Background: an optimization exercise with open tools, aiming at small area and a short achievable clock period. Do not read the settings as production practice.
RTL that was checked went through simulation tests only; none was proved equivalent to the original.
No functional check of the RTL was part of runs 1, 2, 5 and 6.

## flow/design.v (module list and top-level ports; edited modules follow where they fit)
// module add_sk: 41 lines
// module interp_core: 642 lines
// module interp_chan: 42 lines
// module QPSK_Symbol_Timing_Sync_Top: 125 lines
module QPSK_Symbol_Timing_Sync_Top #(
    parameter DATA_WIDTH   = 16,
    parameter MU_WIDTH     = 10,
    parameter MU_FRAC      = 9,
    parameter COEFF_WIDTH  = 16,
    parameter ACC_WIDTH    = 32
)(
    input  wire                         clk,
    input  wire                         rst,
    input  wire signed [DATA_WIDTH-1:0] I_in,
    input  wire signed [DATA_WIDTH-1:0] Q_in,
    output wire signed [DATA_WIDTH-1:0] I_out,
    output wire signed [DATA_WIDTH-1:0] Q_out,
    output reg                          valid_out
);
  // ...
==> flow/run.sh <==
#!/bin/bash
# synth_recipe.tcl (not shown) runs the flow's synth.tcl, then flattens the netlist and writes it again
# the make line also repeats each setting of config.mk as NAME=value (left out here)
make -C /OpenROAD-flow-scripts/flow DESIGN_CONFIG=/design/flow/config.mk WORK_HOME=/design/flow/orfs CLKGATE_MAP_FILE= SYNTH_SCRIPT=/design/flow/synth_recipe.tcl finish
==> flow/config.mk <==
export PLATFORM = sky130hd
export DESIGN_NAME = QPSK_Symbol_Timing_Sync_Top
export DESIGN_NICKNAME = QPSK_Symbol_Timing_Sync_Top
export VERILOG_FILES = /design/flow/design.v
export SDC_FILE = /design/flow/constraint.sdc
export NUM_CORES = 4
export LEC_CHECK = 0
export CAP_MARGIN = 20
export CORE_MARGIN = 2
export CORE_UTILIZATION = 40
export SLEW_MARGIN = 20
==> flow/constraint.sdc <==
create_clock -name core_clock -period 14.0 [get_ports {clk}]
set_input_delay 2.8000 -clock core_clock [delete_from_list [all_inputs] [get_ports {clk}]]
set_output_delay 2.8000 -clock core_clock [all_outputs]
set_load 0.01 [all_outputs]
==> impl_metrics.yaml, run 1 <==
status:
  outcome: "finished clean"
route:
  drc: 0
  routed.top_layer: "met4"
  routedLengthMet1_mm: 40.9
synthesis:
  synth_xor_area_frac: 0.0832
  yosysUniqueCellTypes: 92
  yosysTopAreaCell: "fa_1"
  synthSimpleGateAreaFrac: 0.105
  syn_inst: 4061
worst_setup_path:
  r2r_start: "mu[9]$_DFF_PP0_"
  crit_start: "mu[9]$_DFF_PP0_"
  end_kind: "flop"
placed_design:
  place_area_um2: 37500
  io_buffers: 66
  dp_cells: 5054
final_layout:
  sh_seq_area: 0.192
  final_area_um2: 38900
  seq_cells: 348
  n_all_inverters: 551
  stdcell_count: 5130
clock_tree:
  cts_tree: "yes"
floorplanning:
  start_util: 0.403
  boundaryPins: 67
timing:
  drv_slew: 0
  slew_headroom: 0.322
  rsz0062_at_grt: "no"
==> module interp_chan, before the edit <==
module interp_chan (
    input  wire               clk,
    input  wire               rst,
    input  wire signed [15:0] x_in,
    input  wire [4:0]         aone, atwo, aneg,    
    input  wire [4:0]         bone, btwo, bneg,    
    output wire signed [15:0] x_interp
);
    reg signed [15:0] x3, x2, x1;    
    reg signed [15:0] h;             
    reg signed [16:0] S;             
    reg signed [16:0] D;             
    reg        [2:0]  c;
    always @(posedge clk or posedge rst) begin
        if (rst)
            x3 <= 16'sd0;
        else
            x3 <= x_in;
    end
    wire [15:0] inh = {x_in[15], x_in[15:1]};
    wire [15:0] x2h = {x2[15], x2[15:1]};
    wire        hci = x_in[0] | ~x2[0];
    wire [15:0] h_n;
    wire [16:0] zm, s_n, d_n;
    wire [2:0]  c_n;
    add_sk #(16) u_h (.a(inh), .b(~x2h), .ci(hci), .s(h_n), .co());
    add_sk #(17) u_z (.a({h[15], h}), .b(~{x2h[15], x2h}), .ci(1'b0), .s(zm), .co());
    add_sk #(17) u_s (.a(zm), .b({inh[15], inh}), .ci(hci), .s(s_n), .co());
    add_sk #(17) u_d (.a({x3[15], x3}), .b(~{x2[15], x2}), .ci(1'b1), .s(d_n), .co());
    interp_core u_core (.aone(aone), .atwo(atwo), .aneg(aneg),
                        .bone(bone), .btwo(btwo), .bneg(bneg),
                        .S(S), .D(D), .c(c_n));
    always @(posedge clk) begin
        x2 <= x3;
        x1 <= x2;
        h  <= h_n;
        S  <= s_n;
        D  <= d_n;
        c  <= c_n;
    end
    add_sk #(16) u_i (.a(x1), .b({{13{c[2]}}, c}), .ci(1'b0), .s(x_interp), .co());
endmodule
==> module QPSK_Symbol_Timing_Sync_Top, before the edit <==
module QPSK_Symbol_Timing_Sync_Top #(
    parameter DATA_WIDTH   = 16,
    parameter MU_WIDTH     = 10,
    parameter MU_FRAC      = 9,
    parameter COEFF_WIDTH  = 16,
    parameter ACC_WIDTH    = 32
)(
    input  wire                         clk,
    input  wire                         rst,
    input  wire signed [DATA_WIDTH-1:0] I_in,
    input  wire signed [DATA_WIDTH-1:0] Q_in,
    output wire signed [DATA_WIDTH-1:0] I_out,
    output wire signed [DATA_WIDTH-1:0] Q_out,
    output reg                          valid_out
);
    reg        [9:0]  mu;
    reg signed [10:0] mu_sum;
    reg               uf;
    reg signed [9:0]  vk;        
    wire [9:0]  mu_next = {mu_sum[10] & ~mu_sum[9], mu_sum[8:0]};
    wire [10:0] mu_half = {1'b0, mu} + 11'd256;
    wire [10:0] ms_n;
    add_sk #(11) u_ms (.a(mu_half), .b({vk[9], vk}), .ci(1'b0), .s(ms_n), .co());
    always @(posedge clk or posedge rst) begin
        if (rst) begin
            mu     <= 10'd154;
            mu_sum <= 11'sd0;
            uf     <= 1'b0;
        end else begin
            mu_sum <= ms_n;
            uf     <= mu_sum[10] | mu_sum[9];
            mu     <= mu_next;
        end
    end
    wire [10:0] mx = {mu, 1'b0};
    wire [4:0]  bone, btwo, bneg;
    genvar k;
    generate for (k = 0; k < 5; k = k + 1) begin : benc
        assign bneg[k] = mx[2*k+2];
        assign bone[k] = mx[2*k+1] ^ mx[2*k];
        assign btwo[k] = (mx[2*k+2] & ~mx[2*k+1] & ~mx[2*k]) | (~mx[2*k+2] & mx[2*k+1] & mx[2*k]);
    end endgenerate
    wire signed [9:0]  musn = mu_next;
    wire        [18:0] mu2n = musn * musn;
    wire        [9:0]  q    = mu2n[18:9];            
    wire        [10:0] qx   = {q, 1'b0};
    reg  [4:0] aone, atwo, aneg;
    integer j;
    always @(posedge clk) begin
        for (j = 0; j < 4; j = j + 1) begin
            aneg[j] <= qx[2*j+2];
            aone[j] <= qx[2*j+1] ^ qx[2*j];
            atwo[j] <= (qx[2*j+2] & ~qx[2*j+1] & ~qx[2*j]) | (~qx[2*j+2] & qx[2*j+1] & qx[2*j]);
        end
        aneg[4] <= 1'b0;
        aone[4] <= q[8] ^ q[7];
        atwo[4] <= q[9] | (q[8] & q[7]);
    end
    wire signed [15:0] I_interp, Q_interp;
    interp_chan u_chi (.clk(clk), .rst(rst), .x_in(I_in),
                       .aone(aone), .atwo(atwo), .aneg(aneg),
                       .bone(bone), .btwo(btwo), .bneg(bneg), .x_interp(I_interp));
    interp_chan u_chq (.clk(clk), .rst(rst), .x_in(Q_in),
                       .aone(aone), .atwo(atwo), .aneg(aneg),
                       .bone(bone), .btwo(btwo), .bneg(bneg), .x_interp(Q_interp));
    reg signed [15:0] i_d1;      
    reg               s2p, s2n;  
    reg signed [15:0] e_k;
    reg signed [15:0] q_o;
    reg        [2:0]  cnt;       
    wire now_p = ~I_interp[15] & (|I_interp);
    wire now_n = I_interp[15];
    wire d_two  = (now_p & s2n) | (now_n & s2p);
    wire d_one  = ((now_p | now_n) & ~s2p & ~s2n) | (~now_p & ~now_n & (s2p | s2n));
    wire d_neg  = (now_n & ~s2n) | (~now_p & ~now_n & s2p);
    wire [15:0] e_mag = d_two ? {i_d1[14:0], 1'b0} : (d_one ? i_d1 : 16'd0);
    wire [15:0] e_n;
    add_sk #(16) u_e (.a(e_mag ^ {16{d_neg}}), .b(16'd0), .ci(d_neg), .s(e_n), .co());
    always @(posedge clk) begin
        i_d1 <= I_interp;
        q_o  <= Q_interp;
        s2p  <= ~i_d1[15] & (|i_d1);
        s2n  <= i_d1[15];
        e_k  <= e_n;
    end
    always @(posedge clk or posedge rst) begin
        if (rst)
            cnt <= 3'd0;
        else if (cnt != 3'd7)
            cnt <= cnt + 3'd1;
    end
    wire zcted_valid = (cnt == 3'd7);
    reg signed [15:0] e_k_zs;
    reg               zs_valid;
    always @(posedge clk)
        e_k_zs <= (uf & zcted_valid) ? e_k : 16'sd0;
    always @(posedge clk or posedge rst) begin
        if (rst)
            zs_valid <= 1'b0;
        else
            zs_valid <= uf | e_k_zs[0];
    end
    reg  [28:0] integ;           
    wire [28:0] integ_n;
    wire [25:0] vsum;
    add_sk #(29) u_int (.a(integ), .b({{13{e_k_zs[15]}}, e_k_zs}), .ci(1'b0), .s(integ_n), .co());
    add_sk #(26) u_v   (.a(integ[28:3]), .b({{10{e_k_zs[15]}}, e_k_zs}), .ci(1'b0), .s(vsum), .co());
    always @(posedge clk or posedge rst) begin
        if (rst) begin
            integ <= 29'd0;
            vk    <= 10'sd0;
        end else if (zs_valid) begin
            integ <= integ_n;
            vk    <= vsum[25:16];
        end
    end
    always @(posedge clk or posedge rst) begin
        if (rst)
            valid_out <= 1'b0;
        else
            valid_out <= uf;
    end
    assign I_out = i_d1;
    assign Q_out = q_o;
endmodule
==> inputs of run 2 (changes only) <==
--- a/flow/design.v
+++ b/flow/design.v
@@ -1 +1,221 @@
+module mu_square (
+    input  wire [9:0] m,
+    output wire [9:0] q
+);
+    wire w0 = m[0] & m[1];
+    wire w1 = m[0] & m[2];
+    wire w2 = m[0] & m[3];
+    wire w3 = m[0] & m[4];
+    wire w4 = m[0] & m[5];
+    wire w5 = m[0] & m[6];
+    wire w6 = m[0] & m[7];
+    wire w7 = m[0] & m[8];
+    wire w8 = ~(m[9] & m[0]);
+    wire w9 = m[1] & m[2];
+    wire w10 = m[1] & m[3];
+    wire w11 = m[1] & m[4];
+    wire w12 = m[1] & m[5];
+    wire w13 = m[1] & m[6];
+    wire w14 = m[1] & m[7];
+    wire w15 = m[1] & m[8];
+    wire w16 = ~(m[9] & m[1]);
+    wire w17 = m[2] & m[3];
+    wire w18 = m[2] & m[4];
+    wire w19 = m[2] & m[5];
+    wire w20 = m[2] & m[6];
+    wire w21 = m[2] & m[7];
+    wire w22 = m[2] & m[8];
+    wire w23 = ~(m[9] & m[2]);
+    wire w24 = m[3] & m[4];
+    wire w25 = m[3] & m[5];
+    wire w26 = m[3] & m[6];
+    wire w27 = m[3] & m[7];
+    wire w28 = m[3] & m[8];
+    wire w29 = ~(m[9] & m[3]);
+    wire w30 = m[4] & m[5];
+    wire w31 = m[4] & m[6];
+    wire w32 = m[4] & m[7];
+    wire w33 = m[4] & m[8];
+    wire w34 = ~(m[9] & m[4]);
+    wire w35 = m[5] & m[6];
+    wire w36 = m[5] & m[7];
+    wire w37 = m[5] & m[8];
+    wire w38 = ~(m[9] & m[5]);
+    wire w39 = m[6] & m[7];
+    wire w40 = m[6] & m[8];
+    wire w41 = ~(m[9] & m[6]);
+    wire w42 = m[7] & m[8];
+    wire w43 = ~(m[9] & m[7]);
+    wire w44 = ~(m[9] & m[8]);
+    wire hs0 = w8 ^ w15;
+    wire hk0 = w8 & w15;
+    wire hs1 = w6 ^ w13;
+    wire hk1 = w6 & w13;
+    wire hs2 = w7 ^ w14;
+    wire hk2 = w7 & w14;
+    wire s0 = w21 ^ w26 ^ w30;
+    wire k0 = (w21 & w26) | (w30 & (w21 ^ w26));
+    wire hs3 = m[5] ^ 1'b1;
+    wire hk3 = m[5] & 1'b1;
+    wire s1 = w16 ^ w22 ^ w27;
+    wire k1 = (w16 & w22) | (w27 & (w16 ^ w22));
+    wire hs4 = w31 ^ hk0;
+    wire hk4 = w31 & hk0;
+    wire s2 = w23 ^ w28 ^ w32;
+    wire k2 = (w23 & w28) | (w32 & (w23 ^ w28));
+    wire hs5 = w35 ^ m[6];
+    wire hk5 = w35 & m[6];
+    wire hs6 = w29 ^ w33;
+    wire hk6 = w29 & w33;
+    wire hs7 = w34 ^ w37;
+    wire hk7 = w34 & w37;
+    wire hs8 = w4 ^ w11;
+    wire hk8 = w4 & w11;
+    wire hs9 = w5 ^ w12;
+    wire hk9 = w5 & w12;
+    wire s3 = w19 ^ w24 ^ m[4];
+    wire k3 = (w19 & w24) | (m[4] & (w19 ^ w24));
+    wire s4 = w20 ^ w25 ^ hk1;
+    wire k4 = (w20 & w25) | (hk1 & (w20 ^ w25));
+    wire s5 = hk2 ^ hs3 ^ hs0;
+    wire k5 = (hk2 & hs3) | (hs0 & (hk2 ^ hs3));
+    wire s6 = hk3 ^ k0 ^ s1;
+    wire k6 = (hk3 & k0) | (s1 & (hk3 ^ k0));
+    wire s7 = hs5 ^ k1 ^ hk4;
+    wire k7 = (hs5 & k1) | (hk4 & (hs5 ^ k1));
+    wire s8 = w36 ^ hk5 ^ hs6;
+    wire k8 = (w36 & hk5) | (hs6 & (w36 ^ hk5));
+    wire s9 = w39 ^ m[7] ^ hk6;
+    wire k9 = (w39 & m[7]) | (hk6 & (w39 ^ m[7]));
+    wire hs10 = w38 ^ w40;
+    wire hk10 = w38 & w40;
+    wire hs11 = w41 ^ w42;
+    wire hk11 = w41 & w42;
+    wire hs12 = w2 ^ w9;
+    wire hk12 = w2 & w9;
+    wire hs13 = w3 ^ w10;
+    wire hk13 = w3 & w10;
+    wire s10 = w17 ^ m[3] ^ hs8;
+    wire k10 = (w17 & m[3]) | (hs8 & (w17 ^ m[3]));
+    wire s11 = w18 ^ hk8 ^ hs9;
+    wire k11 = (w18 & hk8) | (hs9 & (w18 ^ hk8));
+    wire s12 = hk9 ^ hs1 ^ s3;
+    wire k12 = (hk9 & hs1) | (s3 & (hk9 ^ hs1));
+    wire s13 = hs2 ^ k3 ^ s4;
+    wire k13 = (hs2 & k3) | (s4 & (hs2 ^ k3));
+    wire s14 = s0 ^ k4 ^ s5;
+    wire k14 = (s0 & k4) | (s5 & (s0 ^ k4));
+    wire s15 = hs4 ^ k5 ^ s6;
+    wire k15 = (hs4 & k5) | (s6 & (hs4 ^ k5));
+    wire s16 = s2 ^ k6 ^ s7;
+    wire k16 = (s2 & k6) | (s7 & (s2 ^ k6));
+    wire s17 = k2 ^ s8 ^ k7;
+    wire k17 = (k2 & s8) | (k7 & (k2 ^ s8));
+    wire s18 = hs7 ^ k8 ^ s9;
+    wire k18 = (hs7 & k8) | (s9 & (hs7 ^ k8));
+    wire s19 = hk7 ^ hs10 ^ k9;
+    wire k19 = (hk7 & hs10) | (k9 & (hk7 ^ hs10));
+    wire s20 = m[8] ^ hk10 ^ hs11;
+    wire k20 = (m[8] & hk10) | (hs11 & (m[8] ^ hk10));
+    wire hs14 = w43 ^ hk11;
+    wire hk14 = w43 & hk11;
+    wire hs15 = w44 ^ m[9];
+    wire hk15 = w44 & m[9];
+    wire w45 = m[0] & 1'b0;
+    wire w46 = 1'b0 & 1'b0;
+    wire w47 = w0 & m[1];
+    wire w48 = w1 & 1'b0;
+    wire w49 = hs12 & m[2];
+    wire w50 = hk12 & hs13;
+    wire w51 = hk13 & s10;
+    wire w52 = k10 & s11;
+    wire w53 = k11 & s12;
+    wire w54 = m[0] | 1'b0;
+    wire w55 = 1'b0 | 1'b0;
+    wire w56 = w0 | m[1];
+    wire w57 = w1 | 1'b0;
+    wire w58 = hs12 | m[2];
+    wire w59 = hk12 | hs13;
+    wire w60 = hk13 | s10;
+    wire w61 = k10 | s11;
+    wire w62 = k11 | s12;
+    wire w63 = w46 | (w55 & w45);
+    wire w64 = w55 & w54;
+    wire w65 = w48 | (w57 & w47);
+    wire w66 = w57 & w56;
+    wire w67 = w50 | (w59 & w49);
+    wire w68 = w59 & w58;
+    wire w69 = w52 | (w61 & w51);
+    wire w70 = w61 & w60;
+    wire w71 = w65 | (w66 & w63);
+    wire w72 = w66 & w64;
+    wire w73 = w69 | (w70 & w67);
+    wire w74 = w70 & w68;
+    wire w75 = w73 | (w74 & w71);
+    wire w76 = w74 & w72;
+    wire w77 = w53 | (w62 & w75);
+    wire w78 = w62 & w76;
+    wire w79 = k12 & s13;
+    wire w80 = k13 & s14;
+    wire w81 = k14 & s15;
+    wire w82 = k15 & s16;
+    wire w83 = k16 & s17;
+    wire w84 = k17 & s18;
+    wire w85 = k18 & s19;
+    wire w86 = k19 & s20;
+    wire w87 = k20 & hs14;
+    wire w88 = hk14 & hs15;
+    wire w89 = k12 ^ s13;
+    wire w90 = k13 ^ s14;
+    wire w91 = k14 ^ s15;
+    wire w92 = k15 ^ s16;
+    wire w93 = k16 ^ s17;
+    wire w94 = k17 ^ s18;
+    wire w95 = k18 ^ s19;
+    wire w96 = k19 ^ s20;
+    wire w97 = k20 ^ hs14;
+    wire w98 = hk14 ^ hs15;
+    wire w99 = w79 | (w89 & w77);
+    wire w100 = w80 | (w90 & w99);
+    wire w101 = w90 & 1'b0;
+    wire w102 = w82 | (w92 & w81);
+    wire w103 = w92 & w91;
+    wire w104 = w84 | (w94 & w83);
+    wire w105 = w94 & w93;
+    wire w106 = w86 | (w96 & w85);
+    wire w107 = w96 & w95;
+    wire w108 = w88 | (w98 & w87);
+    wire w109 = w98 & w97;
+    wire w110 = w81 | (w91 & w100);
+    wire w111 = w91 & w101;
+    wire w112 = w102 | (w103 & w100);
+    wire w113 = w103 & w101;
+    wire w114 = w85 | (w95 & w104);
+    wire w115 = w95 & w105;
+    wire w116 = w106 | (w107 & w104);
+    wire w117 = w107 & w105;
+    wire w118 = w83 | (w93 & w112);
+    wire w119 = w93 & w113;
+    wire w120 = w104 | (w105 & w112);
+    wire w121 = w105 & w113;
+    wire w122 = w114 | (w115 & w112);
+    wire w123 = w115 & w113;
+    wire w124 = w116 | (w117 & w112);
+    wire w125 = w117 & w113;
+    wire w126 = w87 | (w97 & w124);
+    wire w127 = w97 & w125;
+    wire w128 = w108 | (w109 & w124);
+    wire w129 = w109 & w125;
+    wire w130 = w89 ^ w77;
+    wire w131 = w90 ^ w99;
+    wire w132 = w91 ^ w100;
+    wire w133 = w92 ^ w110;
+    wire w134 = w93 ^ w112;
+    wire w135 = w94 ^ w118;
+    wire w136 = w95 ^ w120;
+    wire w137 = w96 ^ w122;
+    wire w138 = w97 ^ w124;
+    wire w139 = w98 ^ w126;
+    assign q = {w139, w138, w137, w136, w135, w134, w133, w132, w131, w130};
+endmodule
 `timescale 1ns / 1ps
@@ -691,3 +911,5 @@
     input  wire [4:0]         bone, btwo, bneg,    
-    output wire signed [15:0] x_interp
+    output wire signed [15:0] x_interp,
+    output wire signed [15:0] x1_o,
+    output wire        [2:0]  c_o
 );
@@ -726,2 +948,4 @@
     add_sk #(16) u_i (.a(x1), .b({{13{c[2]}}, c}), .ci(1'b0), .s(x_interp), .co());
+    assign x1_o = x1;
+    assign c_o  = c;
 endmodule
@@ -748,2 +972,3 @@
     wire [9:0]  mu_next = {mu_sum[10] & ~mu_sum[9], mu_sum[8:0]};
+    integer j;
     wire [10:0] mu_half = {1'b0, mu} + 11'd256;
@@ -762,16 +987,15 @@
     end
-    wire [10:0] mx = {mu, 1'b0};
-    wire [4:0]  bone, btwo, bneg;
-    genvar k;
-    generate for (k = 0; k < 5; k = k + 1) begin : benc
-        assign bneg[k] = mx[2*k+2];
-        assign bone[k] = mx[2*k+1] ^ mx[2*k];
-        assign btwo[k] = (mx[2*k+2] & ~mx[2*k+1] & ~mx[2*k]) | (~mx[2*k+2] & mx[2*k+1] & mx[2*k]);
-    end endgenerate
-    wire signed [9:0]  musn = mu_next;
-    wire        [18:0] mu2n = musn * musn;
-    wire        [9:0]  q    = mu2n[18:9];            
+    wire [10:0] mx = {mu_next, 1'b0};
+    reg  [4:0]  bone, btwo, bneg;
+    always @(posedge clk) begin
+        for (j = 0; j < 5; j = j + 1) begin
+            bneg[j] <= mx[2*j+2];
+            bone[j] <= mx[2*j+1] ^ mx[2*j];
+            btwo[j] <= (mx[2*j+2] & ~mx[2*j+1] & ~mx[2*j]) | (~mx[2*j+2] & mx[2*j+1] & mx[2*j]);
+        end
+    end
+    wire        [9:0]  q;                            
+    mu_square u_sq (.m(mu_next), .q(q));
     wire        [10:0] qx   = {q, 1'b0};
     reg  [4:0] aone, atwo, aneg;
-    integer j;
     always @(posedge clk) begin
@@ -786,16 +1010,25 @@
     end
-    wire signed [15:0] I_interp, Q_interp;
+    wire signed [15:0] I_interp, Q_interp, xi1;
+    wire        [2:0]  ci;
     interp_chan u_chi (.clk(clk), .rst(rst), .x_in(I_in),
                        .aone(aone), .atwo(atwo), .aneg(aneg),
-                       .bone(bone), .btwo(btwo), .bneg(bneg), .x_interp(I_interp));
+                       .bone(bone), .btwo(btwo), .bneg(bneg), .x_interp(I_interp),
+                       .x1_o(xi1), .c_o(ci));
     interp_chan u_chq (.clk(clk), .rst(rst), .x_in(Q_in),
                        .aone(aone), .atwo(atwo), .aneg(aneg),
-                       .bone(bone), .btwo(btwo), .bneg(bneg), .x_interp(Q_interp));
+                       .bone(bone), .btwo(btwo), .bneg(bneg), .x_interp(Q_interp),
+                       .x1_o(), .c_o());
     reg signed [15:0] i_d1;      
     reg               s2p, s2n;  
-    reg signed [15:0] e_k;
+    reg        [15:0] e_k;       
+    reg               e_kn;
     reg signed [15:0] q_o;
     reg        [2:0]  cnt;       
-    wire now_p = ~I_interp[15] & (|I_interp);
-    wire now_n = I_interp[15];
+    wire       x1_small = (xi1[15:3] == 13'd0) | (xi1[15:3] == 13'h1fff);
+    wire [3:0] y4    = xi1[3:0] + {ci[2], ci};
+    wire       now_z = x1_small & (y4 == 4'd0);
+    wire [2:0] lo2   = {1'b0, xi1[1:0]} + {1'b0, ci[1:0]};
+    wire       c15   = ci[2] ? ~((xi1[14:2] == 13'd0) & ~lo2[2]) : (lo2[2] & (&xi1[14:2]));
+    wire       now_n = xi1[15] ^ ci[2] ^ c15;
+    wire       now_p = ~now_n & ~now_z;
     wire d_two  = (now_p & s2n) | (now_n & s2p);
@@ -804,4 +1037,4 @@
     wire [15:0] e_mag = d_two ? {i_d1[14:0], 1'b0} : (d_one ? i_d1 : 16'd0);
-    wire [15:0] e_n;
-    add_sk #(16) u_e (.a(e_mag ^ {16{d_neg}}), .b(16'd0), .ci(d_neg), .s(e_n), .co());
+    wire e_min = d_two ? (i_d1[14:0] == 15'h4000) : (i_d1 == 16'h8000);
+    wire e_neg = d_neg & ~e_min;
     always @(posedge clk) begin
@@ -811,3 +1044,4 @@
         s2n  <= i_d1[15];
-        e_k  <= e_n;
+        e_k  <= e_mag ^ {16{e_neg}};
+        e_kn <= e_neg;
     end
@@ -820,6 +1054,9 @@
     wire zcted_valid = (cnt == 3'd7);
-    reg signed [15:0] e_k_zs;
+    reg        [15:0] e_k_zs;    
+    reg               zneg;
     reg               zs_valid;
-    always @(posedge clk)
-        e_k_zs <= (uf & zcted_valid) ? e_k : 16'sd0;
+    always @(posedge clk) begin
+        e_k_zs <= (uf & zcted_valid) ? e_k : 16'd0;
+        zneg   <= uf & zcted_valid & e_kn;
+    end
     always @(posedge clk or posedge rst) begin
@@ -828,3 +1065,3 @@
         else
-            zs_valid <= uf | e_k_zs[0];
+            zs_valid <= uf | (e_k_zs[0] ^ zneg);
     end
@@ -833,4 +1070,4 @@
     wire [25:0] vsum;
-    add_sk #(29) u_int (.a(integ), .b({{13{e_k_zs[15]}}, e_k_zs}), .ci(1'b0), .s(integ_n), .co());
-    add_sk #(26) u_v   (.a(integ[28:3]), .b({{10{e_k_zs[15]}}, e_k_zs}), .ci(1'b0), .s(vsum), .co());
+    add_sk #(29) u_int (.a(integ), .b({{13{e_k_zs[15]}}, e_k_zs}), .ci(zneg), .s(integ_n), .co());
+    add_sk #(26) u_v   (.a(integ[28:3]), .b({{10{e_k_zs[15]}}, e_k_zs}), .ci(zneg), .s(vsum), .co());
     always @(posedge clk or posedge rst) begin
--- a/flow/config.mk
+++ b/flow/config.mk
@@ -7,2 +7,3 @@
 export LEC_CHECK = 0
+export ABC_AREA = 1
 export CAP_MARGIN = 20
==> run 2 against run 1 <==
Effect of this change:
- core utilization is 1.1 points higher
- largest cell class unchanged
- die area is 10% lower
- sequential cell count is 17 higher
- still clean on timing, DRC and antenna
- routed wire length is 9.8% lower
==> impl_metrics.yaml, run 2 <==
global_routing:
  grt_start_max_net_pins: 53
  overflow: 0
  grt_pass1_wl_mm: 133
  grt_usage: 0.200
  grt_pass1_vias: 24900
  antenna_found_initial: 0
worst_setup_path:
  arrival_ps: 6230
  crit_type: "reg -> reg"
  end_kind: "flop"
  critPathMaxFanout: 25
  crit_required_ps: 14490
  start_kind: "flop"
timing:
  fin_worst_skew_ps: 50.6
  hold_viol: 0
  setup_slack_ps: 8260
  fmax_mhz: 174
  worst_pin_slew_ps: 883
  period_share: 0.410
  finalSetupViolations: 0
  setup_tns_ps: 0
  slew_headroom: 0.408
  rsz0062_at_grt: "no"
  min_period_ps: 5740
  drv_slew: 0
  hold_slack_ps: 348
route:
  drc: 0
  viasPerCell: 5.05
  drtPass1Iterations: 6
  detail_route.iter0.violations: 1719
  wire_per_inst_um: 16.7
  ant_nets: 0
  drt-total-wl_mm: 81.9
  num_vias: 24800
synthesis:
  synth.top_cells.by_area: "fa_1, dfxtp_1, ha_1"
  synth_edf_count: 0
  synthFlopType: "dfxtp_1"
  syn_inst: 3799
  async_flop_share: 0.268
  ys_seq_area_frac: 0.241
  yosys_warnings: 2
  synth_area_per_cell_um2: 8.53
  ys_top_cells_by_count: "inv_1, nand2_1, xor2_1"
  yosysTopAreaCell: "fa_1"
  synth_top_area_frac: 0.195
  synth_area_um2: 32400
  synth.most_common_cell: "inv_1"
  yosysUniqueCellTypes: 49
  syn_nets: 4447
  ys_ff_latch: 365
final_layout:
  antenna_cells: 0
  final_net_count: 4470
  regMostFlops: "integ"
  final_area_um2: 35800
  largest_reg_flops: 29
  fill_cells: 7938
  syn_to_final_growth_pct: 10.4
  drive_above_1_share: 0.0386
  final_common_cell: "inv_1"
  mostFrequentLayoutCells: "inv_1, nand2_1, xor2_1, o22ai_1, fa_1"
placed_design:
  hpwlAfterDp_mm: 60.9
  place_congestion: 0.879
  io_buffers: 66
  place_area_um2: 34200
  pre_cts_ws_ps: 7660
clock_tree:
  path_clk_slew_ps: 70
  cts_tree: "yes"
  ctsHoldBuffers: 0
  htree_levels: 2
  post_cts_resized: 0
  cts_setup_buffers: 0
  numClockSinks: 365
  clkLatencyLatePin_ps: 620
  ctsRootBufferMaster: "clkbuf_16"
  cts_made_buffers: 43
  clockBufferDepth: 3
floorplanning:
  die_w_um: 289
  die_h_um: 289
  rows: 104
  coreArea_um2: 80400
  dieArea_um2: 83300
  boundaryPins: 67
  start_util: 0.403
status:
  outcome: "finished clean"
job:
  maxCapViolCount: 0
worst_hold_path:
  hold_path_class: "reg -> reg"
## run 2: cell count changes after synthesis, sizes merged, moves of 59 or more
cell    change
xnor2     -172
nand3      +59
clkinv     +62
o22ai     +230
clkbuf    -167
a221oi     -68
xor2      +284
nand2     +407
nor2      -175
inv       +152
a22oi     -209
## run 2: logic make-up (layout without fill, tap and decap cells)
group | after synthesis | in the layout | synth area share
buf+inv | 884 | 941 | 0.103
simple gates | 869 | 869 | 0.110
fa+ha+maj | 614 | 614 | 0.310
compound gates | 612 | 612 | 0.112
xor+xnor | 450 | 450 | 0.122
flops | 365 | 365 | 0.241
mux | 5 | 5 | 0.00170
## run 2: worst max-delay path: stages, from the launching register on
cell,delay (ps)
dfxtp_1,310
buf_4,400
clkinv_1,840
xor2_1,420
fa_1,530
inv_1,60
fa_1,530
ha_1,240
ha_1,270
inv_1,50
fa_1,500
inv_1,50
fa_1,460
o21a_1,190
nand2_1,60
nand2_1,40
nand2_1,50
nand2_1,70
nand2_1,70
nand2_1,80
nand2_1,130
nand2_1,100
nand2_1,90
nand2_1,50
## run 2: path summary, 6_finish.rpt
check,startpoint,endpoint,slack [ps],cells after the start
setup reg to reg,aneg[1]$_DFF_P_,u_chq.c[2]$_DFF_P_,8260,23
min in group asynchronous,rst,valid_out$_DFF_PP0_,2680,2
hold / removal,u_chi.x3[0]$_DFF_PP0_,u_chi.x2[0]$_DFF_P_,350,0
setup / recovery,aneg[1]$_DFF_P_,u_chq.c[2]$_DFF_P_,8260,23
max in group asynchronous,rst,u_chq.x3[11]$_DFF_PP0_,10060,3
hold reg to reg,u_chi.x3[0]$_DFF_PP0_,u_chi.x2[0]$_DFF_P_,350,0
## run 2: per-layer routing
| layer | up-vias | track usage | part of all wire |
|---|---|---|---|
| met2 | 688 | 0.329 | 0.46 |
| met1 | 11800 | 0.273 | 0.45 |
| li1 | 12200 | - | - |
| met3 | 159 | 0.0271 | 0.059 |
| met5 | - | 0.000568 | 0 |
| met4 | 0 | 0.0657 | 0.031 |
## run 2: cell type report
| cell class | count | area, µm² | area share |
|---|---|---|---|
| timing repair buffer | 97 | 893 | 0.0250 |
| inverter | 765 | 2870 | 0.0803 |
| tap | 1060 | 1330 | 0.0371 |
| clock inverter | 26 | 440 | 0.0123 |
| multi-input combinational | 2550 | 21300 | 0.594 |
| sequential | 365 | 7810 | 0.218 |
| clock buffer | 53 | 1170 | 0.0328 |
## run 2: metrics by stage
step | instances | utilization
after floorplan | 3799 | -
after global placement | 4837 | 0.425
after detailed placement | 4837 | 0.425
after CTS | 4916 | 0.445
after global routing | 4916 | 0.445
final | 4916 | 0.445
==> module add_sk, before the edit <==
module add_sk #(
    parameter N = 16
)(
    input  wire [N-1:0] a,
    input  wire [N-1:0] b,
    input  wire         ci,
    output wire [N-1:0] s,
    output wire         co
);
    localparam L = (N > 1) ? $clog2(N) : 1;
    wire [N-1:0] p  = a ^ b;
    wire [N-1:0] g  = a & b;
    wire [N-1:0] g0 = {g[N-1:1], g[0] | (p[0] & ci)};
    wire [N-1:0] p0 = {p[N-1:1], 1'b0};
    genvar l, i;
    generate
        for (l = 0; l < L; l = l + 1) begin : lv
            wire [N-1:0] gi, pi, go, po;
            if (l == 0) begin : first
                assign gi = g0;
                assign pi = p0;
            end else begin : next
                assign gi = lv[l-1].go;
                assign pi = lv[l-1].po;
            end
            for (i = 0; i < N; i = i + 1) begin : bt
                if ((i >> l) & 1) begin : cmb
                    assign go[i] = gi[i] | (pi[i] & gi[((i >> l) << l) - 1]);
                    assign po[i] = pi[i] & pi[((i >> l) << l) - 1];
                end else begin : pas
                    assign go[i] = gi[i];
                    assign po[i] = pi[i];
                end
            end
        end
    endgenerate
    wire [N-1:0] gl = lv[L-1].go;
    wire [N-1:0] c  = {gl[N-2:0], ci};
    assign s  = p ^ c;
    assign co = gl[N-1];
endmodule
==> inputs of run 3 (changes only) <==
--- a/flow/design.v
+++ b/flow/design.v
@@ -230,3 +230,3 @@
 );
-    localparam L = (N > 1) ? $clog2(N) : 1;
+    localparam L = (N > 16) ? 5 : (N > 8) ? 4 : (N > 4) ? 3 : (N > 2) ? 2 : 1;
     wire [N-1:0] p  = a ^ b;
==> run 3 against run 2 <==
Effect of this change:
- still clean
- critical path depth unchanged
- hold slack unchanged
- via count unchanged
- register-to-register slack about the same
- non-clock buffer count unchanged
==> impl_metrics.yaml, run 3 <==
status:
  outcome: "finished clean"
worst_setup_path:
  r2r_start: "aneg[1]$_DFF_P_"
  r2r-end: "u_chq.c[2]$_DFF_P_"
  end_kind: "flop"
  cp_num_buf_inv: 5
  crit_required_ps: 14490
  reg2reg_slack_ps: 8260
  cpPeakStageDelay_ps: 840
  cp.depth: 23
  cpMostUsedCell: "nand2_1"
  arrival_ps: 6230
  r2r_cells: 23
  endpoint: "u_chq.c[2]$_DFF_P_"
  start_kind: "flop"
  crit_start: "aneg[1]$_DFF_P_"
  critPathMaxFanout: 25
  slowest_stage: "clkinv_1"
  crit_path_cell_trace: "buf_4 > clkinv_1 > xor2_1 > fa_1 > inv_1 > fa_1 > ha_1 > ha_1 > inv_1 > fa_1 > inv_1 > fa_1 > o21a_1 > nand2_1 > nand2_1 > nand2_1 > nand2_1 > nand2_1 > nand2_1 > nand2_1 > nand2_1 > nand2_1 > nand2_1"
  path_delay_family: "adder cells"
  crit_type: "reg -> reg"
synthesis:
  yosysUniqueCellTypes: 49
  syn_inst: 3799
  synth.top_cells.by_area: "fa_1, dfxtp_1, ha_1"
  ys_ff_latch: 365
  synthFlopType: "dfxtp_1"
  ys_seq_area_frac: 0.241
  synth.most_common_cell: "inv_1"
  synth_area_per_cell_um2: 8.53
  synth_area_um2: 32400
  yosysTopAreaCell: "fa_1"
  synth_top_area_frac: 0.195
  yosys_warnings: 2
  synth_edf_count: 0
  ys_top_cells_by_count: "inv_1, nand2_1, xor2_1"
  syn_nets: 4447
  async_flop_share: 0.268
floorplanning:
  rows: 104
  die_w_um: 289
  start_util: 0.403
  dieArea_um2: 83300
  die_h_um: 289
  coreArea_um2: 80400
  boundaryPins: 67
global_routing:
  antenna_found_initial: 0
  grt_start_max_net_pins: 53
  grt_usage: 0.200
  overflow: 0
  grt_pass1_vias: 24900
  grt_pass1_wl_mm: 133
timing:
  fmax_mhz: 174
  min_period_ps: 5740
  hold_viol: 0
  period_share: 0.410
  slew_headroom: 0.408
  drv_slew: 0
  worst_pin_slew_ps: 883
  setup_tns_ps: 0
  fin_worst_skew_ps: 50.6
  hold_slack_ps: 348
  rsz0062_at_grt: "no"
  finalSetupViolations: 0
route:
  num_vias: 24800
  viasPerCell: 5.05
  drc: 0
  wire_per_inst_um: 16.7
  drt-total-wl_mm: 81.9
  ant_nets: 0
  drtPass1Iterations: 6
  detail_route.iter0.violations: 1719
final_layout:
  regMostFlops: "integ"
  fill_cells: 7938
  drive_above_1_share: 0.0386
  final_net_count: 4470
  largest_reg_flops: 29
  syn_to_final_growth_pct: 10.4
  antenna_cells: 0
  final_common_cell: "inv_1"
  mostFrequentLayoutCells: "inv_1, nand2_1, xor2_1, o22ai_1, fa_1"
clock_tree:
  clkLatencyLatePin_ps: 620
  htree_levels: 2
  cts_setup_buffers: 0
  cts_tree: "yes"
  cts_made_buffers: 43
  ctsHoldBuffers: 0
  ctsRootBufferMaster: "clkbuf_16"
  post_cts_resized: 0
  path_clk_slew_ps: 70
  numClockSinks: 365
  clockBufferDepth: 3
placed_design:
  io_buffers: 66
  place_congestion: 0.879
  hpwlAfterDp_mm: 60.9
worst_hold_path:
  hold_path_class: "reg -> reg"
  hold_start: "u_chi.x3[0]$_DFF_PP0_"
job:
  maxCapViolCount: 0
==> run 3: cell counts in the layout (fill, tap and decap cells not counted) <==
Identical to the previous run, type by type.
==> run 3: routing by layer <==
metal / part of all wire / track usage / wire, µm
met5: 0 / 0.000568 / 0
met4: 0.031 / 0.0657 / 2500
met3: 0.059 / 0.0271 / 4870
met2: 0.46 / 0.329 / 37700
met1: 0.45 / 0.273 / 36800
==> run 3: how the worst min path moves through the flow <==
stage / cells after the start / to
floorplan: 0 / u_chi.x1[10]$_DFF_P_
global placement: 0 / u_chi.x1[11]$_DFF_P_
detailed placement: 0 / u_chq.x1[14]$_DFF_P_
CTS: 0 / u_chi.x2[0]$_DFF_P_
global route: 0 / u_chi.x2[0]$_DFF_P_
finish: 0 / u_chi.x2[0]$_DFF_P_
==> run 3: cell families (layout without fill, tap and decap cells) <==
logic type      after synthesis  after routing  synth area share
fa+ha+maj                   614            614             0.310
xor+xnor                    450            450             0.122
simple gates                869            869             0.110
flops                       365            365             0.241
buf+inv                     884            941             0.103
compound gates              612            612             0.112
mux                           5              5           0.00170
==> run 3: layout make-up <==
class	count	area (µm²)	share of cell area
clock buffer	53	1170	0.0328
clock inverter	26	440	0.0123
tap	1060	1330	0.0371
multi-input combinational	2550	21300	0.594
sequential	365	7810	0.218
timing repair buffer	97	893	0.0250
inverter	765	2870	0.0803
==> run 3: worst register-to-register path, stage by stage (launching register included) <==
cell      delay, ps
dfxtp_1         310
buf_4           400
clkinv_1        870
xor2_1          430
fa_1            530
inv_1            60
fa_1            530
ha_1            240
ha_1            270
inv_1            50
fa_1            500
inv_1            50
fa_1            460
o21a_1          190
nand2_1          60
nand2_1          40
nand2_1          50
nand2_1          70
nand2_1          70
nand2_1          80
nand2_1         130
nand2_1         100
nand2_1          90
nand2_1          50
==> run 3: per-stage QoR <==
stage,util,cell area (µm²),cells,setup slack [ps]
final,0.445,35800,4916,8260
after CTS,0.445,35800,4916,8180
after detailed placement,0.425,34200,4837,7660
after floorplan,-,32400,3799,8640
after global placement,0.425,34200,4837,7690
after global routing,0.445,35800,4916,7910
==> inputs of run 4 (changes only) <==
==> flow/flow/run.sh (new file) <==
#!/bin/bash
# Standard synthesis and layout, with timing repair aimed at a shorter
# period than the clock (the constraints themselves are unchanged).
set -euo pipefail
bash standard.sh synth > synth.log 2>&1
bash standard.sh SETUP_SLACK_MARGIN=9 finish > layout.log 2>&1
==> flow/standard.sh (new file) <==
#!/bin/bash
# synth_recipe.tcl (not shown) runs the flow's synth.tcl, then flattens the netlist and writes it again
# the make line also repeats each setting of config.mk as NAME=value (left out here)
make -C /OpenROAD-flow-scripts/flow DESIGN_CONFIG=/design/flow/config.mk WORK_HOME=/design/flow/orfs CLKGATE_MAP_FILE= SYNTH_SCRIPT=/design/flow/synth_recipe.tcl "${@:-finish}"
removed: flow/run.sh
==> run 4 against run 3 <==
Effect of this change:
- still clean on timing, DRC and antenna
- non-clock buffer count rose by 42
- die area did not move
- sequential cell count unchanged
- synthesized cell count unchanged
- critical path depth increased by 2
- highest routed layer unchanged
==> impl_metrics.yaml, run 4 <==
status:
  outcome: "finished clean"
synthesis:
  synth_edf_count: 0
  syn_inst: 3799
  syn_nets: 4447
  ys_top_cells_by_count: "inv_1, nand2_1, xor2_1"
  yosys_warnings: 2
  synth_area_per_cell_um2: 8.53
  synth_area_um2: 32400
  synth_top_area_frac: 0.195
  synth.top_cells.by_area: "fa_1, dfxtp_1, ha_1"
  synth.most_common_cell: "inv_1"
  yosysTopAreaCell: "fa_1"
  async_flop_share: 0.268
  ys_ff_latch: 365
  yosysUniqueCellTypes: 49
  ys_seq_area_frac: 0.241
  synthFlopType: "dfxtp_1"
timing:
  period_share: 0.348
  min_period_ps: 4870
  hold_viol: 0
  fin_worst_skew_ps: 33.4
  setup_slack_ps: 9130
  slew_headroom: 0.396
  setup_tns_ps: 0
  finalSetupViolations: 0
  drv_slew: 0
  fmax_mhz: 205
  worst_pin_slew_ps: 905
  hold_slack_ps: 350
  rsz0062_at_grt: "yes"
final_layout:
  drive_above_1_share: 0.0674
  final_common_cell: "inv_1"
  antenna_cells: 0
  regMostFlops: "integ"
  stdcell_count: 4963
  syn_to_final_growth_pct: 12.4
  fill_cells: 7934
  largest_reg_flops: 29
  final_net_count: 4514
  mostFrequentLayoutCells: "inv_1, nand2_1, xor2_1, o22ai_1, fa_1"
worst_setup_path:
  r2r_cells: 25
  crit_type: "reg -> reg"
  r2r_start: "aone[1]$_DFF_P_"
  end_kind: "flop"
  r2r-end: "u_chi.c[1]$_DFF_P_"
  crit_required_ps: 14490
  reg2reg_slack_ps: 9130
  start_kind: "flop"
  critPathMaxFanout: 8
  crit_start: "aone[1]$_DFF_P_"
  arrival_ps: 5360
worst_hold_path:
  holdPathStages: 0
  whs_endpoint: "u_chi.x1[15]$_DFF_P_"
  hold_start: "u_chi.x2[15]$_DFF_P_"
  hold_path_class: "reg -> reg"
route:
  viasPerCell: 5.04
  drtPass1Iterations: 6
  detail_route.iter0.violations: 1835
  num_vias: 25000
  drc: 0
  wire_per_inst_um: 16.8
  drt-total-wl_mm: 83.3
  ant_nets: 0
floorplanning:
  boundaryPins: 67
  die_h_um: 289
  dieArea_um2: 83300
  rows: 104
  coreArea_um2: 80400
  start_util: 0.403
  die_w_um: 289
global_routing:
  antenna_found_initial: 0
  grt_usage: 0.202
  grt_pass1_wl_mm: 134
  grt_start_max_net_pins: 59
  overflow: 0
  grt_pass1_vias: 25100
clock_tree:
  numClockSinks: 365
  clkLatencyLatePin_ps: 600
  htree_levels: 2
  cts_made_buffers: 45
  path_clk_slew_ps: 60
  clockBufferDepth: 3
  ctsRootBufferMaster: "clkbuf_16"
  cts_tree: "yes"
  ctsHoldBuffers: 0
placed_design:
  place_congestion: 0.875
  hpwlAfterDp_mm: 61.0
  io_buffers: 66
  pre_cts_ws_ps: 7870
  dp_cells: 4839
job:
  maxCapViolCount: 0
## run 4: kinds of logic (layout without fill, tap and decap cells)
kind of cell               after synthesis  in the layout  share of synthesized area
AOI/OAI and AO/OA                      612            612                      0.112
xor gates and xnor gates               450            450                      0.122
adders and majority gates              614            614                      0.310
buffers and inverters                  884            988                      0.103
DFF                                    365            365                      0.241
muxes                                    5              5                    0.00170
and+or+nand+nor                        869            869                      0.110
## run 4: critical path, cell delays in order, from the launching register on
cell,delay [ps]
dfxtp_4,390
clkinvlp_4,230
buf_12,230
buf_4,140
o22ai_2,130
xor2_1,100
ha_1,210
fa_1,380
ha_1,210
ha_1,290
fa_1,500
inv_1,50
fa_1,480
inv_1,50
fa_1,460
o21a_1,200
nand2_1,60
nand2_1,40
nand2_1,50
nand2_1,70
nand2_1,80
nand2_1,110
nand2_2,130
nand2_1,90
nand2_1,70
nand2_1,40
## run 4: area by class of cell
type,count,area [µm²],area share
Tap cell,1060,1330,0.0364
Clock inverter,16,215,0.00591
Timing Repair Buffer,139,1330,0.0366
Inverter,765,2980,0.0817
Clock buffer,68,1350,0.0371
Sequential cell,365,7830,0.215
Multi-Input combinational cell,2550,21400,0.588
## run 4: worst max path at each step
stage                          to  slack [ps]  cells past startpoint
3_3_place_gp   u_chq.h[8]$_DFF_P_        7880                     12
2_1_floorplan  u_chi.h[9]$_DFF_P_        8950                     13
3_5_place_dp   u_chq.h[8]$_DFF_P_        7870                     12
5_1_grt           atwo[4]$_DFF_P_        8840                     18
6_report       u_chi.c[1]$_DFF_P_        9130                     25
4_1_cts        u_chq.c[2]$_DFF_P_        9020                     23
## run 4: routing by layer
layer	track usage	vias to the layer above	routed length (µm)
li1	-	12300	-
met5	0	-	0
met1	0.268	11800	36700
met4	0.0695	0	3050
met3	0.0355	167	5480
met2	0.334	749	38000
## run 4: per-stage QoR
stage / utilization / area, µm²
after detailed placement: 0.426 / 34200
after global routing: 0.453 / 36400
final: 0.453 / 36400
after global placement: 0.426 / 34200
after CTS: 0.449 / 36100
after floorplan: - / 32500
## run 4: what timing repair did
item	in CTS	in global routing
endpoints found under the setup margin	27	20
gates resized for setup	37	60
cloned	0	2
hold endpoints to repair	0	0
pin swaps	8	18
buffers inserted	24	14
==> inputs of run 5 (changes only) <==
--- a/flow/design.v
+++ b/flow/design.v
@@ -234,3 +234,2 @@
     wire [N-1:0] g0 = {g[N-1:1], g[0] | (p[0] & ci)};
-    wire [N-1:0] p0 = {p[N-1:1], 1'b0};
     genvar l, i;
@@ -241,3 +240,3 @@
                 assign gi = g0;
-                assign pi = p0;
+                assign pi = p;
             end else begin : next
@@ -247,3 +246,9 @@
             for (i = 0; i < N; i = i + 1) begin : bt
-                if ((i >> l) & 1) begin : cmb
+                if (i == 1 && l == 0) begin : one
+                    assign go[i] = g[1] | (p[1] & g[0]) | (p[1] & p[0] & ci);
+                    assign po[i] = 1'b0;
+                end else if (i == (1 << l) && l > 0) begin : pow
+                    assign go[i] = g[i] | (p[i] & g[i-1]) | (p[i] & p[i-1] & gi[i-2]);
+                    assign po[i] = 1'b0;
+                end else if ((i >> l) & 1) begin : cmb
                     assign go[i] = gi[i] | (pi[i] & gi[((i >> l) << l) - 1]);
@@ -262,2 +267,20 @@
 endmodule
+module add_c3 (
+    input  wire [15:0] x,
+    input  wire [2:0]  c,
+    output wire [15:0] s
+);
+    wire [2:0] lo  = {1'b0, x[1:0]} + {1'b0, c[1:0]};
+    wire       inc = lo[2] & ~c[2];
+    wire       dec = ~lo[2] & c[2];
+    assign s[1:0] = lo[1:0];
+    genvar i;
+    generate for (i = 2; i < 16; i = i + 1) begin : up
+        if (i == 2) begin : b0
+            assign s[i] = x[i] ^ (inc | dec);
+        end else begin : bn
+            assign s[i] = x[i] ^ ((inc & (&x[i-1:2])) | (dec & ~(|x[i-1:2])));
+        end
+    end endgenerate
+endmodule
 module interp_core (
@@ -916,3 +939,2 @@
     reg signed [15:0] x3, x2, x1;    
-    reg signed [15:0] h;             
     reg signed [16:0] S;             
@@ -927,9 +949,11 @@
     wire [15:0] inh = {x_in[15], x_in[15:1]};
-    wire [15:0] x2h = {x2[15], x2[15:1]};
+    wire [16:0] x1h = {x1[15], x1[15], x1[15:1]};
+    wire [16:0] x2h = {x2[15], x2[15], x2[15:1]};
+    wire [16:0] x3h = {x3[15], x3[15], x3[15:1]};
+    wire [16:0] za  = x3h ^ ~x1h ^ ~x2h;
+    wire [16:0] zb  = (x3h & ~x1h) | (~x2h & (x3h ^ ~x1h));
     wire        hci = x_in[0] | ~x2[0];
-    wire [15:0] h_n;
     wire [16:0] zm, s_n, d_n;
     wire [2:0]  c_n;
-    add_sk #(16) u_h (.a(inh), .b(~x2h), .ci(hci), .s(h_n), .co());
-    add_sk #(17) u_z (.a({h[15], h}), .b(~{x2h[15], x2h}), .ci(1'b0), .s(zm), .co());
+    add_sk #(17) u_z (.a(za), .b({zb[15:0], 1'b0}), .ci(x3[0] | ~x1[0]), .s(zm), .co());
     add_sk #(17) u_s (.a(zm), .b({inh[15], inh}), .ci(hci), .s(s_n), .co());
@@ -942,3 +966,2 @@
         x1 <= x2;
-        h  <= h_n;
         S  <= s_n;
@@ -947,3 +970,3 @@
     end
-    add_sk #(16) u_i (.a(x1), .b({{13{c[2]}}, c}), .ci(1'b0), .s(x_interp), .co());
+    add_c3 u_i (.x(x1), .c(c), .s(x_interp));
     assign x1_o = x1;
--- a/flow/flow/run.sh
+++ b/flow/flow/run.sh
@@ -5,2 +5,2 @@
 bash standard.sh synth > synth.log 2>&1
-bash standard.sh SETUP_SLACK_MARGIN=9 finish > layout.log 2>&1
+bash standard.sh SETUP_SLACK_MARGIN=9.5 finish > layout.log 2>&1
==> run 5 against run 4 <==
Effect of this change:
- still clean on timing, DRC and antenna
- area after synthesis down 2.2%
- clock-buffer cell count down 17
- via count increased by 3.1%
- sequential share of layout area is 1.6 points lower
- critical path depth unchanged
- non-clock buffer count up 52
- register-to-register slack better by 200 ps
- fmax up 4.3%
- sequential cell count shrank 32
- die area decreased by 2.2%
- critical endpoint is now u_chq.c[1]$_DFF_P_
- largest cell class unchanged
==> impl_metrics.yaml, run 5 <==
synthesis:
  yosysTopAreaCell: "fa_1"
  synth.most_common_cell: "inv_1"
  synth_area_per_cell_um2: 8.22
  synth_area_um2: 31700
  ys_ff_latch: 333
  ys_top_cells_by_count: "inv_1, nand2_1, xor2_1"
  synth.top_cells.by_area: "fa_1, dfxtp_1, xor2_1"
  ys_seq_area_frac: 0.226
  syn_inst: 3856
  yosysUniqueCellTypes: 53
  synth_edf_count: 0
  async_flop_share: 0.294
  synth_top_area_frac: 0.187
  yosys_warnings: 2
  synthFlopType: "dfxtp_1"
  syn_nets: 4451
floorplanning:
  coreArea_um2: 78700
  die_w_um: 285
  die_h_um: 285
  start_util: 0.402
  boundaryPins: 67
  dieArea_um2: 81500
  rows: 103
global_routing:
  grt_usage: 0.220
  antenna_found_initial: 5
  overflow: 0
  grt_pass1_vias: 25600
  grt_pass1_wl_mm: 142
  grt_start_max_net_pins: 62
worst_setup_path:
  cpPeakStageDelay_ps: 530
  crit_required_ps: 14460
  arrival_ps: 5140
  cpMostUsedCell: "nand2_1"
  crit_type: "reg -> reg"
  slowest_stage: "fa_1"
  reg2reg_slack_ps: 9330
  end_kind: "flop"
  critPathMaxFanout: 6
  start_kind: "flop"
route:
  ant_nets: 0
  wire_per_inst_um: 17.6
  drtPass1Iterations: 8
  drt-total-wl_mm: 88.7
  drc: 0
  viasPerCell: 5.11
  detail_route.iter0.violations: 1728
  num_vias: 25800
clock_tree:
  clockBufferDepth: 3
  path_clk_slew_ps: 60
  ctsHoldBuffers: 0
  ctsRootBufferMaster: "clkbuf_16"
  numClockSinks: 333
  htree_levels: 2
  clkLatencyLatePin_ps: 570
  cts_tree: "yes"
  cts_made_buffers: 37
timing:
  hold_viol: 0
  setup_tns_ps: 0
  drv_slew: 0
  fmax_mhz: 214
  finalSetupViolations: 0
  worst_pin_slew_ps: 813
  slew_headroom: 0.458
  min_period_ps: 4670
  rsz0062_at_grt: "yes"
  fin_worst_skew_ps: 24.9
  period_share: 0.334
  setup_slack_ps: 9330
final_layout:
  mostFrequentLayoutCells: "inv_1, nand2_1, xor2_1, o22ai_1, fa_1"
  largest_reg_flops: 29
  regMostFlops: "integ"
  fill_cells: 7593
  final_area_um2: 36500
  syn_to_final_growth_pct: 15.3
  antenna_cells: 0
  final_net_count: 4562
  drive_above_1_share: 0.109
  utilization: 0.464
  final_common_cell: "inv_1"
placed_design:
  place_area_um2: 33400
  pre_cts_ws_ps: 8360
  place_congestion: 0.866
  hpwlAfterDp_mm: 63.5
  io_buffers: 66
job:
  maxCapViolCount: 0
worst_hold_path:
  hold_path_class: "reg -> reg"
status:
  outcome: "finished clean"
==> run 5: logic make-up after synthesis <==
logic type	after synthesis	share of synthesized area
fa+ha+maj	561	0.292
flops	333	0.226
xor+xnor	462	0.128
mux	7	0.00241
buf+inv	934	0.112
compound gates	621	0.117
simple gates	938	0.124
==> run 5: worst max-delay path, delay by kind of cell, from the launching register on <==
family                     cells  cell delay (ps)
DFF                            1              390
buffers and inverters          6              650
AOI/OAI and AO/OA              2              250
and+or+nand+nor                9              540
adders and majority gates      7             2560
xor gates and xnor gates       1              180
==> run 5: routing by layer <==
| metal | track usage | share of wire | vias to the layer above |
|---|---|---|---|
| met5 | 0 | 0.00069 | - |
| met4 | 0.0825 | 0.037 | 10 |
| met2 | 0.358 | 0.46 | 810 |
| li1 | - | - | 12500 |
| met3 | 0.0372 | 0.066 | 216 |
| met1 | 0.293 | 0.44 | 12300 |
==> run 5: final timing paths <==
kind                                  startpoint                     end  cells after the start
max reg2reg                      aone[1]$_DFF_P_      u_chq.c[1]$_DFF_P_                     25
max in group asynchronous                    rst   u_chi.x3[0]$_DFF_PP0_                      4
min                        u_chq.x3[0]$_DFF_PP0_     u_chq.x2[0]$_DFF_P_                      0
max                              aone[1]$_DFF_P_      u_chq.c[1]$_DFF_P_                     25
min in group asynchronous                    rst  u_chq.x3[13]$_DFF_PP0_                      3
min reg2reg                u_chq.x3[0]$_DFF_PP0_     u_chq.x2[0]$_DFF_P_                      0
==> run 5: through the flow <==
step,std cells,hold WS [ps]
after global placement,4877,381
after detailed placement,4877,382
after global routing,5046,402
final,5046,389
after CTS,5017,391
after floorplan,3856,362
==> run 5: what timing repair did <==
item	CTS	global route
cloned	9	1
resized for setup	184	86
setup endpoints to repair	19	20
pin swaps	35	40
buffers inserted	63	28
==> run 5: cell type report <==
type                            count  area, µm²  area share
Clock buffer                       51       1050      0.0288
Clock inverter                     17        190     0.00521
Inverter                          811       3220      0.0881
Multi-Input combinational cell   2589      21500       0.588
Sequential cell                   333       7240       0.198
Tap cell                         1050       1310      0.0360
Timing Repair Buffer              191       1990      0.0544
Timing Repair inverter              4       30.0    0.000822
==> inputs of run 6 (changes only) <==
==> flow/flow/run.sh (replaced) <==
#!/bin/bash
# Standard synthesis, then the standard layout with plain buffers on the
# ports and timing repair aimed at a shorter period than the clock (the
# constraints themselves are unchanged).
set -euo pipefail
bash standard.sh synth > synth.log 2>&1
export BUFFER_PORTS_ARGS="-buffer_cell sky130_fd_sc_hd__buf_2"
bash standard.sh SETUP_SLACK_MARGIN=9.8 finish > layout.log 2>&1
==> run 6 against run 5 <==
Effect of this change:
- still clean on timing, DRC and antenna
- core utilization decreased by 0.41 points
- synthesized cell count unchanged
- critical path type unchanged
==> impl_metrics.yaml, run 6 <==
synthesis:
  yosysTopAreaCell: "fa_1"
  synth.most_common_cell: "inv_1"
  synth_edf_count: 0
  synthFlopType: "dfxtp_1"
  yosysUniqueCellTypes: 53
  synth_top_area_frac: 0.187
  syn_inst: 3856
  syn_nets: 4451
  synth.top_cells.by_area: "fa_1, dfxtp_1, xor2_1"
  ys_seq_area_frac: 0.226
  synth_area_um2: 31700
  ys_top_cells_by_count: "inv_1, nand2_1, xor2_1"
  ys_ff_latch: 333
  async_flop_share: 0.294
  yosys_warnings: 2
  synth_area_per_cell_um2: 8.22
global_routing:
  grt_usage: 0.222
  grt_start_max_net_pins: 61
  grt_pass1_wl_mm: 143
  antenna_found_initial: 5
  overflow: 0
  grt_pass1_vias: 25600
floorplanning:
  rows: 103
  coreArea_um2: 78700
  boundaryPins: 67
  die_w_um: 285
  dieArea_um2: 81500
  start_util: 0.402
  die_h_um: 285
worst_setup_path:
  cpMostUsedCell: "fa_1"
  crit_type: "reg -> reg"
  end_kind: "flop"
  arrival_ps: 5040
  slowest_stage: "fa_1"
  start_kind: "flop"
  path_delay_family: "adder cells"
  crit_required_ps: 14470
  cpPeakStageDelay_ps: 520
  crit_path_cell_trace: "buf_12 > clkinv_8 > xor2_1 > fa_1 > inv_1 > fa_1 > inv_1 > fa_1 > fa_1 > inv_1 > fa_1 > o211ai_1 > a21oi_1 > a211oi_2 > nand2_4 > nand2_4 > nand2_2 > nand2_1 > nand2_1"
  critPathMaxFanout: 27
  cp_num_buf_inv: 5
timing:
  fin_worst_skew_ps: 27.3
  period_share: 0.326
  hold_viol: 0
  drv_slew: 0
  min_period_ps: 4560
  finalSetupViolations: 0
  worst_pin_slew_ps: 965
  slew_headroom: 0.356
  setup_tns_ps: 0
  hold_slack_ps: 386
  rsz0062_at_grt: "yes"
  fmax_mhz: 219
clock_tree:
  numClockSinks: 333
  htree_levels: 2
  path_clk_slew_ps: 60
  clkLatencyLatePin_ps: 580
  ctsRootBufferMaster: "clkbuf_16"
  clockBufferDepth: 3
  ctsHoldBuffers: 0
  cts_tree: "yes"
  cts_made_buffers: 39
placed_design:
  hpwlAfterDp_mm: 65.1
  place_area_um2: 33300
  place_congestion: 0.933
  dp_cells: 4870
  io_buffers: 66
route:
  drtPass1Iterations: 5
  detail_route.iter0.violations: 1840
  viasPerCell: 5.11
  drt-total-wl_mm: 90.0
  drc: 0
  ant_nets: 0
  num_vias: 25700
  wire_per_inst_um: 17.9
final_layout:
  syn_to_final_growth_pct: 14.2
  final_net_count: 4544
  stdcell_count: 5031
  mostFrequentLayoutCells: "inv_1, nand2_1, xor2_1, o22ai_1, fa_1"
  final_area_um2: 36200
  drive_above_1_share: 0.123
  largest_reg_flops: 29
  regMostFlops: "integ"
  final_common_cell: "inv_1"
worst_hold_path:
  hold_path_class: "reg -> reg"
status:
  outcome: "finished clean"
job:
  maxCapViolCount: 0
==> run 6: cell counts after synthesis <==
No cell type changed its count.
==> run 6: worst paths after layout <==
| kind | startpoint | end | slack (ps) | depth (start not counted) |
|---|---|---|---|---|
| worst max register to register | aneg[1]$_DFF_P_ | u_chi.c[1]$_DFF_P_ | 9440 | 19 |
| max in group asynchronous | rst | u_chq.x3[3]$_DFF_PP0_ | 10160 | 3 |
| min in group asynchronous | rst | integ[25]$_DFFE_PP0P_ | 2360 | 2 |
| worst min-delay path | u_chi.x2[6]$_DFF_P_ | u_chi.x1[6]$_DFF_P_ | 390 | 0 |
| worst max-delay path | aneg[1]$_DFF_P_ | u_chi.c[1]$_DFF_P_ | 9440 | 19 |
| worst min register to register | u_chi.x2[6]$_DFF_P_ | u_chi.x1[6]$_DFF_P_ | 390 | 0 |
==> run 6: layout make-up <==
cell class,instances,area [µm²]
Antenna cell,1,2.50
Timing Repair inverter,8,55.1
Inverter,811,3250
Tap cell,1050,1310
Multi-Input combinational cell,2589,21600
Clock inverter,16,249
Clock buffer,56,1110
Sequential cell,333,7240
Fill cell,7651,42500
Timing Repair Buffer,167,1400
==> run 6: cells by family after synthesis <==
group                    Yosys count  synth area share
AND/OR/NAND/NOR                  938             0.124
buffers and inverters            934             0.112
AO/OA/AOI/OAI                    621             0.117
flip-flops                       333             0.226
adder cells (fa/ha/maj)          561             0.292
XOR/XNOR                         462             0.128
multiplexers                       7           0.00241
==> run 6: routing by layer <==
metal	GRT usage	vias to the layer above	wire length, µm
met5	0	-	38
met4	0.105	6	4760
met3	0.0344	251	6160
met2	0.358	878	41100
met1	0.291	12100	38000
li1	-	12500	-
==> run 6: repair_timing <==
item / CTS / global route
setup endpoints to repair: 18 / 15
hold endpoints to repair: 0 / 0
gates cloned: 11 / 1
pin swaps: 33 / 31
gates resized for setup: 189 / 47
buffers inserted: 59 / 17
==> run 6: through the flow <==
step | setup slack (ps) | utilization
after global routing | 9230 | 0.460
final | 9440 | 0.460
after CTS | 9500 | 0.455
after global placement | 8810 | 0.423
after detailed placement | 8760 | 0.423
after floorplan | 9740 | -

what the ideal ports hide:
The flow's constraints put no driver on any port. The routed layouts listed below were extracted and timed again, unchanged, in two steps. Step 1 (the two cells are an assumption about what drives the block):
set clk [get_ports {clk}]
set_driving_cell -lib_cell sky130_fd_sc_hd__clkbuf_16 $clk
set_driving_cell -lib_cell sky130_fd_sc_hd__buf_2 [delete_from_list [all_inputs] $clk]
Step 2 also shifts input and output timing later by t, the mid clock arrival at the registers, as if the neighbouring blocks saw the same clock. Three values: ideal, step 1, step 2; two values: the first two.
run	t, ns	slack for setup (ns)	slew at the worst register clock pin (ns)
run 1	0.641	6.811 / 6.811 / 6.811	0.07 / 0.07
run 2	0.657	8.262 / 8.262 / 7.666	0.07 / 0.07
run 3	0.657	8.262 / 8.262 / 7.666	0.07 / 0.07
run 4	0.649	9.126 / 9.126 / 8.627	0.06 / 0.06
run 5	0.623	9.326 / 9.326 / 9.027	0.08 / 0.08
run 6	0.629	9.438 / 9.438 / 9.363	0.07 / 0.07
After both steps every run listed still meets setup and hold.
